Source: an optimization exercise on an open RTL-to-GDS flow (aim: small area, a short achievable clock period and few clock cycles per item). Production flows keep margins and buffers that such runs may drop. Power figures rest on the tool's default switching activity, not on a simulated workload.

==> exp/umber: inputs <==
Design madd_pipeline, start of the top module:
module madd_pipeline #(parameter data_width = 16, parameter n_blocks = 256, parameter full_width = 2 * data_width + 8, parameter n_channels = 16)
	(
		input wire clk,
		input wire reset,
		input wire enable,
		input  wire in_valid,
		output wire in_ready,
		output wire out_valid,
		input  wire out_ready,
		input  wire [$clog2(n_blocks) - 1 : 0] block_in,
		output wire [$clog2(n_blocks) - 1 : 0] block_out,
		input wire [4:0] shift,
		input wire shift_disable,
		input wire signedness,
		input wire saturate_disable,
		input wire signed [data_width - 1 : 0] arg_a_in,
		input wire signed [data_width - 1 : 0] arg_b_in,
		input wire signed [data_width - 1 : 0] arg_c_in,
		output wire signed [full_width - 1 : 0] result_out,
		input  wire [ch_addr_w - 1 : 0] dest_in,
		output wire [ch_addr_w - 1 : 0] dest_out,
		input  wire [4 - 1 : 0] commit_id_in,
		output wire [4 - 1 : 0] commit_id_out,
		input wire commit_flag_in,
		output wire commit_flag_out
	);
==> flow/config.mk <==
export PLATFORM = sky130hd
export DESIGN_NAME = madd_pipeline
export DESIGN_NICKNAME = madd_pipeline
export VERILOG_FILES = /design/flow/design.v
export SDC_FILE = /design/flow/constraint.sdc
export NUM_CORES = 4
export LEC_CHECK = 0
export ABC_AREA = 1
export CAP_MARGIN = 20
export CORE_MARGIN = 2
export CORE_UTILIZATION = 40
export SETUP_SLACK_MARGIN = 2.5
export SLEW_MARGIN = 20
==> flow/constraint.sdc <==
create_clock -name core_clock -period 7.5 [get_ports {clk}]
set_input_delay 1.5000 -clock core_clock [delete_from_list [all_inputs] [get_ports {clk}]]
set_output_delay 1.5000 -clock core_clock [all_outputs]
set_load 0.01 [all_outputs]
standard.sh (not shown) runs the stock make flow with config.mk's settings and CLKGATE_MAP_FILE= SYNTH_SCRIPT=/design/flow/synth_recipe.tcl, a recipe that flattens the netlist after the stock synthesis.
==> flow/flow/run.sh <==
#!/bin/bash
# Own layout flow: the standard flow (standard.sh, unchanged synthesis),
# with the port buffers that buffer_ports inserts made plain sky130 buffers
# (buffer_ports otherwise picks clkdlybuf4s50_1, a slow 10 um2 delay cell).
# The full output of the flow goes to flow_standard.log in this folder.
set -euo pipefail
cd "$(dirname "$0")/.."
EXTRA=()
if [[ -f flow/extra.mk ]]; then
  while IFS= read -r line; do
    [[ -z "$line" || "$line" == \#* ]] && continue
    EXTRA+=("$line")
  done < flow/extra.mk
fi
bash standard.sh "BUFFER_PORTS_ARGS=-buffer_cell sky130_fd_sc_hd__buf_2" ${EXTRA[@]+"${EXTRA[@]}"} finish > flow_standard.log 2>&1
==> inputs of exp/juniper, as changes to exp/umber <==
--- a/flow/design.v
+++ b/flow/design.v
@@ -29,15 +29,15 @@
 	wire [3:0] s4  = ~shift[3:0];
 	wire       big = shift[4];
 	wire [3:0] sa  = (shift_disable | big) ? 4'd0 : s4;
 	wire [16:0] a_ext = {signedness & arg_a_in[15], arg_a_in};
 	wire [16:0] b_ext = {signedness & arg_b_in[15], arg_b_in};
 	wire [33:0] c_ext = {{18{signedness & arg_c_in[15]}}, arg_c_in};
-	wire [33:0] c_sh  = c_ext << sa;
-	wire [33:0] rnd   = (sa == 4'd0) ? 34'd0 : (34'd1 << (sa - 4'd1));
-	wire [33:0] crow  = big ? 34'd0 : (c_sh | rnd);
+	wire [33:0] c_sh = c_ext << sa;
+	wire [33:0] rnd  = (sa == 4'd0) ? 34'd0 : (34'd1 << (sa - 4'd1));
+	wire [33:0] crow = big ? 34'd0 : (c_sh | rnd);
 	wire pp1;
 	wire pp2;
 	wire pp3;
 	wire pp4;
 	wire pp5;
 	wire pp6;
@@ -1063,14 +1063,14 @@
 	assign s497 = crow[31] ^ c430 ^ s431;
 	assign c498 = (crow[31] & c430) | (crow[31] & s431) | (c430 & s431);
 	assign s499 = crow[32] ^ s433 ^ c432;
 	assign c500 = (crow[32] & s433) | (crow[32] & c432) | (s433 & c432);
 	assign s501 = pp162 ^ c434 ^ crow[33];
 	assign c502 = (pp162 & c434) | (pp162 & crow[33]) | (c434 & crow[33]);
-	wire [33:0] row0 = {s501, s499, s497, s495, s493, s491, c488, c486, s485, s483, s481, c478, c476, c474, c472, c470, c468, c466, c464, c462, c460, c458, c456, c454, c452, c450, c448, c446, c444, c442, c440, c438, c436, crow[0]};
-	wire [33:0] row1 = {c500, c498, c496, c494, c492, c490, s489, s487, c484, c482, c480, s479, s477, s475, s473, s471, s469, s467, s465, s463, s461, s459, s457, s455, s453, s451, s449, s447, s445, s443, s441, s439, s437, s435};
+	wire [33:0] row0 = {s501, c498, s497, s495, s493, s491, c488, c486, s485, s483, s481, c478, c476, c474, c472, c470, c468, c466, c464, c462, c460, c458, c456, c454, c452, c450, c448, c446, c444, c442, c440, c438, c436, crow[0]};
+	wire [33:0] row1 = {c500, s499, c496, c494, c492, c490, s489, s487, c484, c482, c480, s479, s477, s475, s473, s471, s469, s467, s465, s463, s461, s459, s457, s455, s453, s451, s449, s447, s445, s443, s441, s439, s437, s435};
 	reg        v_q;
 	reg [3:0]  sh_q;
 	reg        big_q, rb_en_q, satd_q, sg_q;
 	reg [15:0] c_q;
 	reg [7:0]  block_q;
 	reg [3:0]  dest_q, cid_q;
==> flow/run.sh (new file) <==
#!/bin/bash
# synth_recipe.tcl (not shown) runs the flow's synth.tcl, then flattens the netlist and writes it again
# the make line also repeats each setting of config.mk as NAME=value (left out here)
make -C /OpenROAD-flow-scripts/flow DESIGN_CONFIG=/design/flow/config.mk WORK_HOME=/design/flow/orfs CLKGATE_MAP_FILE= SYNTH_SCRIPT=/design/flow/synth_recipe.tcl finish
- SETUP_SLACK_MARGIN: 2.5 -> 3.0
removed: flow/flow/run.sh
removed: flow/standard.sh
==> inputs of exp/willow, as changes to exp/umber <==
--- a/flow/design.v
+++ b/flow/design.v
@@ -1065,21 +1065,23 @@
 	assign s499 = crow[32] ^ s433 ^ c432;
 	assign c500 = (crow[32] & s433) | (crow[32] & c432) | (s433 & c432);
 	assign s501 = pp162 ^ c434 ^ crow[33];
 	assign c502 = (pp162 & c434) | (pp162 & crow[33]) | (c434 & crow[33]);
 	wire [33:0] row0 = {s501, s499, s497, s495, s493, s491, c488, c486, s485, s483, s481, c478, c476, c474, c472, c470, c468, c466, c464, c462, c460, c458, c456, c454, c452, c450, c448, c446, c444, c442, c440, c438, c436, crow[0]};
 	wire [33:0] row1 = {c500, c498, c496, c494, c492, c490, s489, s487, c484, c482, c480, s479, s477, s475, s473, s471, s469, s467, s465, s463, s461, s459, s457, s455, s453, s451, s449, s447, s445, s443, s441, s439, s437, s435};
+	wire [10:0] sum_lo = row0[9:0] + row1[9:0];
 	reg        v_q;
 	reg [3:0]  sh_q;
 	reg        big_q, rb_en_q, satd_q, sg_q;
 	reg [15:0] c_q;
 	reg [7:0]  block_q;
 	reg [3:0]  dest_q, cid_q;
 	reg        cf_q;
-	reg [33:0] r0_q;
-	reg [33:0] r1_q;
+	reg [10:0] lo_q;
+	reg [33:10] h0_q;
+	reg [33:10] h1_q;
 	assign in_ready  = ~v_q | out_ready;
 	assign out_valid = v_q;
 	wire take_in  = in_valid & in_ready;
 	wire take_out = v_q & out_ready;
 	always @(posedge clk) begin
 		if (reset)
@@ -1090,27 +1092,28 @@
 			else if (take_out)
 				v_q <= 1'b0;
 		end
 	end
 	always @(posedge clk) begin
 		if (enable & take_in) begin
-			r0_q <= row0;
-			r1_q <= row1;
+			lo_q <= sum_lo;
+			h0_q <= row0[33:10];
+			h1_q <= row1[33:10];
 			sh_q    <= (shift_disable & ~big) ? 4'd0 : s4;
 			big_q   <= big;
 			rb_en_q <= big & ~shift_disable;
 			satd_q  <= saturate_disable;
 			sg_q    <= signedness;
 			c_q     <= arg_c_in;
 			block_q <= block_in;
 			dest_q  <= dest_in;
 			cid_q   <= commit_id_in;
 			cf_q    <= commit_flag_in;
 		end
 	end
-	wire [33:0] x = r0_q + r1_q;
+	wire [33:0] x = {h0_q + h1_q + lo_q[10], lo_q[9:0]};
 	wire signed [33:0] y = $signed(x) >>> sh_q;
 	wire [32:0] xd = x[33:1] ^ x[32:0];
 	reg  [32:0] ovf_mask;
 	integer k;
 	always @(*)
 		for (k = 0; k < 33; k = k + 1)
- SETUP_SLACK_MARGIN: 2.5 -> 2.0
==> notes.md <==
- exp/umber completed without violations. exp/willow finished clean. exp/juniper finished clean.
- Against exp/umber, the first-iteration DRC count of exp/juniper is higher by about 13%.
- In exp/umber the count of clock-buffer cells in the layout is higher than in exp/willow, by 1.
- In die area, exp/juniper and exp/umber do not differ.
- Between exp/willow and exp/juniper, the lower total power is in exp/willow (gap about 18%, measured against exp/juniper).
- The highest clock power belongs to exp/umber, the lowest to exp/willow.
==> figures <==
	exp/juniper	exp/umber	exp/willow
Non-clk buf share	0.158	0.0990	0.0562
Slowest Stage Delay on Critical Path	440 ps	400 ps	540 ps
Die ar.	0.0433 mm²	0.0433 mm²	0.0409 mm²
Critical Path Slowest Stage Cell	sky130_fd_sc_hd__edfxtp_1	sky130_fd_sc_hd__edfxtp_1	sky130_fd_sc_hd__fa_1
Top Metal Used	met5	met4	met4
Post-synthesis xor/xnor area fraction	0.0829	0.0829	0.0984
Fraction of the yosys area taken by sequential cells	0.198	0.198	0.192
Status	finished clean	finished clean	finished clean
Post-DR wirelength/cell	20.0 µm	18.9 µm	17.8 µm
Power after layout	0.00750 W	0.00735 W	0.00611 W
Launch point of the critical path	r0_q[22]	r1_q[0]	arg_b_in[7]
Register-to-register setup slack	5290 ps	5300 ps	5410 ps
No run of this note included a check of the RTL's function; only the layout flow was run.

[static timing again, ports no longer ideal]
The flow's constraints put no driver on any port. The routed layouts listed below were extracted and timed again, unchanged, in two steps. Step 1, drivers: a clkbuf_16 drives clk and a buf_2 each remaining input, both assumed. Step 2, shift: input delay + t, output delay - t, t = (earliest + latest rising clock arrival at the registers) / 2. This alone moves slack from input paths to output paths. Slacks: ideal / step 1 / step 2; pairs: ideal / step 1.
run	t, ns	setup WS [ns]	worst setup path at the end	latest minus earliest clock arrival (ns)	slew at the worst register clock pin (ns)
exp/umber	0.424	2.279 / 2.228 / 2.158	input to register	0.022 / 0.023	0.09 / 0.09
exp/juniper	0.405	2.228 / 2.183 / 2.248	input to register	0.009 / 0.009	0.08 / 0.08
exp/willow	0.405	2.155 / 2.111 / 1.775	input to register	0.016 / 0.016	0.08 / 0.08
After both steps every run listed still meets setup and hold. For exp/willow, which loses most, drivers alone change the setup slack by -0.044 ns; drivers and shift together by -0.380 ns.
